From an optimization exercise on the open Yosys and OpenROAD flow, aimed at small area and a short achievable clock period; shortcuts taken in it are not production practice. Where RTL was checked, it was by simulation tests only, not by an equivalence proof against the original. Power and IR drop assume default switching activity.

==> flow/design.v <==
module RAM (
	input        clk,
	input        reset,
	input        we,
	input  [7:0] col_oh,
	input  [7:0] row_oh,
	input  [7:0] wdata,
	output [7:0] rdata
);
	reg [7:0] mem [0:63];
	wire [7:0] wd  = reset ? 8'd0 : wdata;
	wire [7:0] wcol_n = ~(col_oh | {8{reset}});
	wire [7:0] wrow_n = ~((row_oh & {8{we}}) | {8{reset}});
	wire [7:0] rrow = row_oh & {8{!we}};
	genvar t, s, b;
	generate
		for (t = 0; t < 8; t = t + 1) begin : row_g
			for (s = 0; s < 8; s = s + 1) begin : col_g
				wire en;
				Nor2 en_g (.a(wcol_n[s]), .b(wrow_n[t]), .y(en));
				always @(posedge clk)
					if (en)
						mem[t*8+s] <= wd;
			end
		end
	endgenerate
	wire [7:0] row [0:7];
	generate
		for (t = 0; t < 8; t = t + 1) begin : rrow_g
			for (b = 0; b < 8; b = b + 1) begin : rbit_g
				AndOr8 col_mux (
					.sel(col_oh),
					.d({mem[t*8+7][b], mem[t*8+6][b], mem[t*8+5][b], mem[t*8+4][b],
					    mem[t*8+3][b], mem[t*8+2][b], mem[t*8+1][b], mem[t*8+0][b]}),
					.y(row[t][b])
				);
			end
		end
		for (b = 0; b < 8; b = b + 1) begin : rout_g
			AndOr8 row_mux (
				.sel(rrow),
				.d({row[7][b], row[6][b], row[5][b], row[4][b],
				    row[3][b], row[2][b], row[1][b], row[0][b]}),
				.y(rdata[b])
			);
		end
	endgenerate
endmodule
module AndOr8 (
	input  [7:0] sel,
	input  [7:0] d,
	output       y
);
	assign y = |(sel & d);
endmodule
module Nor2 (
	input  a,
	input  b,
	output y
);
	assign y = ~(a | b);
endmodule
module Cache (
	input        clk,
	input        reset,
	input  [7:0] set_oh,
	input  [2:0] tag,
	output       hit
);
	reg [2:0] mru [0:7];
	reg [2:0] lru [0:7];
	reg [7:0] valid;
	wire [2:0] mru_s, lru_s;
	wire       valid_s;
	genvar b, g;
	generate
		for (b = 0; b < 3; b = b + 1) begin : sel_g
			AndOr8 mru_mux (
				.sel(set_oh),
				.d({mru[7][b], mru[6][b], mru[5][b], mru[4][b],
				    mru[3][b], mru[2][b], mru[1][b], mru[0][b]}),
				.y(mru_s[b])
			);
			AndOr8 lru_mux (
				.sel(set_oh),
				.d({lru[7][b], lru[6][b], lru[5][b], lru[4][b],
				    lru[3][b], lru[2][b], lru[1][b], lru[0][b]}),
				.y(lru_s[b])
			);
		end
	endgenerate
	AndOr8 valid_mux (.sel(set_oh), .d(valid), .y(valid_s));
	wire hit_m = valid_s && (mru_s == tag);
	wire hit_l = valid_s && (lru_s == tag);
	assign hit = hit_m || hit_l;
	wire [2:0] lru_d = valid_s ? mru_s : tag;
	generate
		for (g = 0; g < 8; g = g + 1) begin : set_g
			always @(posedge clk) begin
				if (reset)
					valid[g] <= 1'b0;
				else if (set_oh[g])
					valid[g] <= 1'b1;
				if (set_oh[g])
					mru[g] <= tag;
				if (set_oh[g] && !hit_m)
					lru[g] <= lru_d;
			end
		end
	endgenerate
endmodule
module MemorySystem	(
	input clk,
	input reset,
	input RWB,
	input [5:0] address,
	input [7:0] data,
	output hit,
	output [7:0] MemSysOut
);
	wire [7:0] set_oh = 8'd1 << address[2:0];
	wire [7:0] tag_oh = 8'd1 << address[5:3];
	Cache cache1 (
		.clk(clk), .reset(reset), .set_oh(set_oh), .tag(address[5:3]), .hit(hit)
	) ;
	RAM ram1 (
		.clk(clk), .reset(reset), .we(RWB), .col_oh(set_oh), .row_oh(tag_oh),
		.wdata(data), .rdata(MemSysOut)
	) ;
endmodule
make LEC_CHECK=0 CAP_MARGIN=20 CORE_MARGIN=2 CORE_UTILIZATION=40 CTS_BUF_LIST=sky130_fd_sc_hd__clkbuf_4 PLACE_DENSITY=0.6 SETUP_SLACK_MARGIN=4 SLEW_MARGIN=20 SYNTH_HIERARCHICAL=1 finish   # period 10.0 ns
run.sh (not shown) runs the stock make flow with config.mk's settings and CLKGATE_MAP_FILE= SYNTH_SCRIPT=/design/flow/synth_recipe.tcl, a recipe that flattens the netlist after the stock synthesis.
Next try:
--- a/flow/design.v
+++ b/flow/design.v
@@ -52,5 +52,15 @@
 	output       y
 );
-	assign y = |(sel & d);
+	wire n0, n1;
+	Aoi222 g0 (.a(sel[2:0]), .b(d[2:0]), .y(n0));
+	Aoi222 g1 (.a(sel[5:3]), .b(d[5:3]), .y(n1));
+	assign y = ~(n0 & n1) | (sel[6] & d[6]) | (sel[7] & d[7]);
+endmodule
+module Aoi222 (
+	input  [2:0] a,
+	input  [2:0] b,
+	output       y
+);
+	assign y = ~|(a & b);
 endmodule
 module Nor2 (
Result: The changed run finished clean. Routed wire length rose by 3.1%. Total power fell by 1.1%. Final area is about the same. First-iteration DRC count rose by 32%. Clock skew rose by 0.015 ns. Final cell count fell by 3.2%. Maximum frequency fell by 5.7%. Sequential share of layout area hardly moves. Synthesized area fell by 1.4%. Worst setup slack loses 0.36 ns. Clock power fell by about 4%. Register-to-register slack loses 0.40 ns. Die area fell by 1.4%.
For the second run of this note, only the layout was checked, not whether the RTL still works.

## afterwards: timing with drivers on the ports
The results above use ideal ports. As a check the final layouts listed here were re-extracted and re-timed, cells and wires unchanged. Step 1 (the two cells are an assumption about what drives the block):
set clk [get_ports {clk}]
set_driving_cell -lib_cell sky130_fd_sc_hd__clkbuf_16 $clk
set_driving_cell -lib_cell sky130_fd_sc_hd__buf_2 [delete_from_list [all_inputs] $clk]
Step 2 adds t to the input delays and takes it off the output delays; t is the mean of the earliest and latest rising clock arrival at the registers after step 1. Input paths then give back, and output paths get back, about the clock's delay inside the block. a / b / c = ideal ports / drivers / drivers and shift; a / b = the first two.
| run | shift t [ns] | setup slack, ns | clock arrival spread, ns | slew at the worst register clock pin (ns) | cell pins on the clock port's net |
|---|---|---|---|---|---|
| the first run | 0.889 | 4.044 / 3.991 / 3.991 | 0.061 / 0.061 | 0.07 / 0.07 | 1 |
| the second run | 0.866 | 3.685 / 3.592 / 3.592 | 0.060 / 0.060 | 0.08 / 0.08 | 1 |
After both steps setup and hold are still met in every run listed. For the second run, which loses most, drivers alone change the setup slack by -0.093 ns; drivers and shift together by -0.093 ns.
